This is an optimization exercise on Yosys and OpenROAD, whose aim is small area, a short achievable clock period and few clock cycles, not a production implementation. Function was checked by simulation only, so behaviour that the tests miss may differ from the original.

## ieee754multiplier
module ieee754multiplier (
    input logic clk, rst_n,
    input logic [31:0] a_i,
    input logic [31:0] b_i,
    input logic start_i,
    output logic done_o,
    output logic nan_o,
    output logic inifinit_o,
    output logic overflow_o,
    output logic underflow_o,
    output logic [31:0] product_o
);
export LEC_CHECK = 0
export ABC_AREA = 1
export CAP_MARGIN = 20
export CORE_MARGIN = 2
export CORE_UTILIZATION = 50
export GPL_ROUTABILITY_DRIVEN = 0
export SETUP_SLACK_MARGIN = 1.25
export SLEW_MARGIN = 20
export SYNTH_HIERARCHICAL = 1
create_clock -name core_clock -period 9.0 [get_ports {clk}]
standard.sh (not shown) runs the stock make flow with config.mk's settings and CLKGATE_MAP_FILE= SYNTH_SCRIPT=/design/flow/synth_recipe.tcl, a recipe that flattens the netlist after the stock synthesis.
==> flow/flow/run.sh <==
#!/bin/bash
# The standard layout (the standard.sh: the standard synthesis and the
# ORFS steps to finish), except that the port buffers that global placement
# inserts are buf_1 cells instead of the tool's default pick.
set -euo pipefail
export BUFFER_PORTS_ARGS="-buffer_cell sky130_fd_sc_hd__buf_1"
bash standard.sh > standard.log 2>&1
The first run completed with no timing, DRC or antenna violations.
Testbench counts at the start, summed over its fixed seeds: cycles 3,208.
Next try:
--- a/flow/config.mk
+++ b/flow/config.mk
@@ -8,8 +8,7 @@
 export ABC_AREA = 1
-export CAP_MARGIN = 20
+export CAP_MARGIN = 5
 export CORE_MARGIN = 2
 export CORE_UTILIZATION = 50
-export GPL_ROUTABILITY_DRIVEN = 0
 export SETUP_SLACK_MARGIN = 1.25
-export SLEW_MARGIN = 20
+export SLEW_MARGIN = 5
 export SYNTH_HIERARCHICAL = 1
Core utilization came out lower by 0.41 points.
Cell area drops by 0.74%.
Worst setup slack is worse by 0.095 ns.
Final cell count is about the same.
Area after synthesis does not change.
Next try:
--- a/flow/config.mk
+++ b/flow/config.mk
@@ -8,7 +8,7 @@
 export ABC_AREA = 1
-export CAP_MARGIN = 5
+export CAP_MARGIN = 20
 export CORE_MARGIN = 2
 export CORE_UTILIZATION = 50
-export SETUP_SLACK_MARGIN = 1.25
-export SLEW_MARGIN = 5
+export SETUP_SLACK_MARGIN = 1
+export SLEW_MARGIN = 20
 export SYNTH_HIERARCHICAL = 1
Result: Sequential share of layout area hardly moves. Worst setup slack is worse by 0.18 ns. Global-route usage hardly moves. Synthesized area stays the same. Wire length is about the same.
Next try:
--- a/flow/config.mk
+++ b/flow/config.mk
@@ -11,3 +11,3 @@
 export CORE_UTILIZATION = 50
-export SETUP_SLACK_MARGIN = 1
+export SETUP_SLACK_MARGIN = 1.5
 export SLEW_MARGIN = 20
What happened:
- cell count is higher by 1.6%
- count of clock-buffer cells in the layout stays the same
- fmax goes up by 6.5%
- synthesized cell count does not change
Next try:
--- a/flow/config.mk
+++ b/flow/config.mk
@@ -11,3 +11,3 @@
 export CORE_UTILIZATION = 50
-export SETUP_SLACK_MARGIN = 1.5
+export SETUP_SLACK_MARGIN = 1.25
 export SLEW_MARGIN = 20
After rerunning:
- The new run went through all stages and came out clean
- count of clock-buffer cells in the layout does not change
- final cell count falls slightly
- worst setup slack gets worse by 0.30 ns

========
ieee754multiplier, a different RTL version from the one above (not shown whole).
Size: about 2,300 cells after synthesis, roughly 100 I/O pins.
export LEC_CHECK = 0
export ABC_AREA = 1
export CAP_MARGIN = 20
export CORE_MARGIN = 2
export CORE_UTILIZATION = 50
export SLEW_MARGIN = 20
export SYNTH_HIERARCHICAL = 1
create_clock -name core_clock -period 9.0 [get_ports {clk}]
==> flow/flow/run.sh <==
#!/bin/bash
# The standard layout (the standard.sh: the standard synthesis and the
# ORFS steps to finish), except that the port buffers that global placement
# inserts are buf_2 cells instead of the tool's default pick.
set -euo pipefail
export BUFFER_PORTS_ARGS="-buffer_cell sky130_fd_sc_hd__buf_2"
bash standard.sh > standard.log 2>&1
The first run produced a clean layout.
Testbench counts at the start, summed over its fixed seeds: cycles 3,208.
Next try:
==> flow/run.sh (new file) <==
#!/bin/bash
# synth_recipe.tcl (not shown) runs the flow's synth.tcl, then flattens the netlist and writes it again
# the make line also repeats each setting of config.mk as NAME=value (left out here)
make -C /OpenROAD-flow-scripts/flow DESIGN_CONFIG=/design/flow/config.mk WORK_HOME=/design/flow/orfs CLKGATE_MAP_FILE= SYNTH_SCRIPT=/design/flow/synth_recipe.tcl finish
Settings changed: SETUP_SLACK_MARGIN from default to 1.
removed: flow/flow/run.sh
removed: flow/standard.sh
Outcome:
- The new run completed with no timing, DRC or antenna violations
- routed wire length is higher by 7.4%
- area after synthesis stays the same
- synthesized cell count stays the same
- worst setup slack gets better by 680 ps
- cell area increases by 13%
- first-iteration DRC count is higher by 1.6%
- critical path depth stays the same
- via count grows by 3.1%

========
Setup of run a:
ieee754multiplier, a different RTL version from the one above (not shown whole).
Size in the first run: roughly 2,300 cells after synthesis, roughly 37 flip-flops, about 100 I/O pins, ~17,000 um^2 of cells after synthesis.
// ieee754multiplier
module ieee754multiplier (
    input logic clk, rst_n,
    input logic [31:0] a_i,
    input logic [31:0] b_i,
    input logic start_i,
    output logic done_o,
    output logic nan_o,
    output logic inifinit_o,
    output logic overflow_o,
    output logic underflow_o,
    output logic [31:0] product_o
);
logic [47:0] m;
logic        zero, sign, norm;
logic [9:0]  esum, e0, e1;
logic neg0;
logic one0;
logic two0;
logic pp1;
logic pp2;
logic pp3;
logic pp4;
logic pp5;
logic pp6;
logic pp7;
logic pp8;
logic pp9;
logic pp10;
logic pp11;
logic pp12;
logic pp13;
logic pp14;
logic pp15;
logic pp16;
logic pp17;
logic pp18;
logic pp19;
logic pp20;
logic pp21;
logic pp22;
logic pp23;
logic pp24;
logic pp25;
logic ns26;
logic neg1;
logic one1;
logic two1;
logic pp27;
logic pp28;
logic pp29;
logic pp30;
logic pp31;
logic pp32;
logic pp33;
logic pp34;
logic pp35;
logic pp36;
logic pp37;
logic pp38;
logic pp39;
logic pp40;
logic pp41;
logic pp42;
logic pp43;
logic pp44;
logic pp45;
logic pp46;
logic pp47;
logic pp48;
logic pp49;
logic pp50;
logic pp51;
logic ns52;
logic neg2;
logic one2;
logic two2;
logic pp53;
logic pp54;
logic pp55;
logic pp56;
logic pp57;
logic pp58;
logic pp59;
logic pp60;
logic pp61;
logic pp62;
logic pp63;
logic pp64;
logic pp65;
logic pp66;
logic pp67;
logic pp68;
logic pp69;
logic pp70;
logic pp71;
logic pp72;
  ...
export LEC_CHECK = 0
export ABC_AREA = 1
export CAP_MARGIN = 20
export CORE_MARGIN = 2
export CORE_UTILIZATION = 70
export SETUP_SLACK_MARGIN = 1
export SLEW_MARGIN = 20
export SYNTH_HIERARCHICAL = 1
create_clock -name core_clock -period 9.0 [get_ports {clk}]
==> flow/flow/run.sh <==
#!/bin/bash
# The standard layout (the standard.sh: the standard synthesis and the
# ORFS steps to finish), except that the port buffers that global placement
# inserts are buf_2 cells instead of the tool's default pick.
set -euo pipefail
export BUFFER_PORTS_ARGS="-buffer_cell sky130_fd_sc_hd__buf_2"
bash standard.sh > standard.log 2>&1
Run a completed end to end with timing, DRC and antenna clean.
Testbench counts of run a, summed over its fixed seeds: cycles 3,208.
The following lists how run b was set up differently from run a:
- CORE_UTILIZATION now 50, was 70
- SETUP_SLACK_MARGIN now 1.5, was 1
==> comparison <==
- Higher minimum period implied by the final worst setup slack goes to run a over run b.
- Measured against each other, run a and run b differ in initial standard-cell utilization of the core, the lower figure coming from run b.
- Run b against run a: slack of the critical path up 0.43 ns, global-route wire length before repair went up 3700 um.
- Between run a and run b, transition time at the pin with the least slew margin decreased.

========
ieee754multiplier, a different RTL version from the one above (not shown whole).
Size in the first run: roughly 1900 cells after synthesis, about 0.016 sq mm of cells after synthesis.
export LEC_CHECK = 0
export ABC_AREA = 1
export CAP_MARGIN = 20
export CORE_MARGIN = 2
export CORE_UTILIZATION = 50
export PLACE_DENSITY = 0.8
export SETUP_SLACK_MARGIN = 1
export SLEW_MARGIN = 20
export SYNTH_HIERARCHICAL = 1
create_clock -name core_clock -period 9.0 [get_ports {clk}]
==> flow/flow/run.sh <==
#!/bin/bash
# The standard layout (the standard.sh: the standard synthesis and the
# ORFS steps to finish), except that the port buffers that global placement
# inserts are buf_1 cells instead of the tool's default pick.
set -euo pipefail
export BUFFER_PORTS_ARGS="-buffer_cell sky130_fd_sc_hd__buf_1"
bash standard.sh > standard.log 2>&1
The starting point produced a clean layout.
Testbench counts at the start, summed over its fixed seeds: cycles 3,208.
==> next run, changes <==
==> flow/flow/run.sh (replaced) <==
#!/bin/bash
# The standard layout (the standard.sh: the standard synthesis and the
# ORFS steps to finish), except that the port buffers that global placement
# inserts are buf_2 cells instead of the tool's default pick.
set -euo pipefail
export BUFFER_PORTS_ARGS="-buffer_cell sky130_fd_sc_hd__buf_2"
bash standard.sh > standard.log 2>&1
- PLACE_DENSITY: 0.8 -> unset
=>
- setup slack is better by 51 ps
- first-iteration DRC count shrinks by 29%
- clock-buffer cell count does not change
- synthesized cell count is unchanged
- die area does not change
- critical path depth is unchanged
- area after synthesis does not change

## re-timing with driven ports
Ports are ideal in the flow. The routed layouts listed here were re-timed in OpenROAD. Step 1 (the two cells are an assumption about what drives the block):
set clk [get_ports {clk}]
set_driving_cell -lib_cell sky130_fd_sc_hd__clkbuf_16 $clk
set_driving_cell -lib_cell sky130_fd_sc_hd__buf_2 [delete_from_list [all_inputs] $clk]
Step 2 adds t to the input delays and takes it off the output delays; t is the mean of the earliest and latest rising clock arrival at the registers after step 1. Input paths then give back, and output paths get back, about the clock's delay inside the block. Three values: no drivers, after step 1, after step 2; two values: the first two.
run	t, ns	setup WS [ns]	worst setup path at the end	slew at the worst register clock pin (ns)
the first run of note 1	0.315	1.497 / 1.458 / 1.144	input to register	0.05 / 0.05
the second run of note 1	0.310	1.403 / 1.416 / 1.105	input to register	0.05 / 0.05
the third run of note 1	0.311	1.226 / 1.238 / 0.927	input to register	0.05 / 0.05
the fourth run of note 1	0.310	1.699 / 1.660 / 1.350	input to register	0.05 / 0.05
the fifth run of note 1	0.310	1.403 / 1.416 / 1.105	input to register	0.05 / 0.05
the first run of note 2	0.314	0.624 / 0.624 / 0.310	input to register	0.05 / 0.05
the second run of note 2	0.316	1.301 / 1.300 / 0.985	input to register	0.05 / 0.05
run a	0.315	1.142 / 1.089 / 0.774	input to register	0.05 / 0.05
run b	0.319	1.576 / 1.505 / 1.186	input to register	0.06 / 0.06
the first run of note 4	0.302	1.215 / 1.165 / 0.863	input to register	0.05 / 0.05
the second run of note 4	0.313	1.267 / 1.208 / 0.895	input to register	0.06 / 0.06
After both steps every run listed still meets setup and hold. The setup slack of run b, which loses most, moves by -0.071 ns with the drivers and by -0.390 ns with both steps.
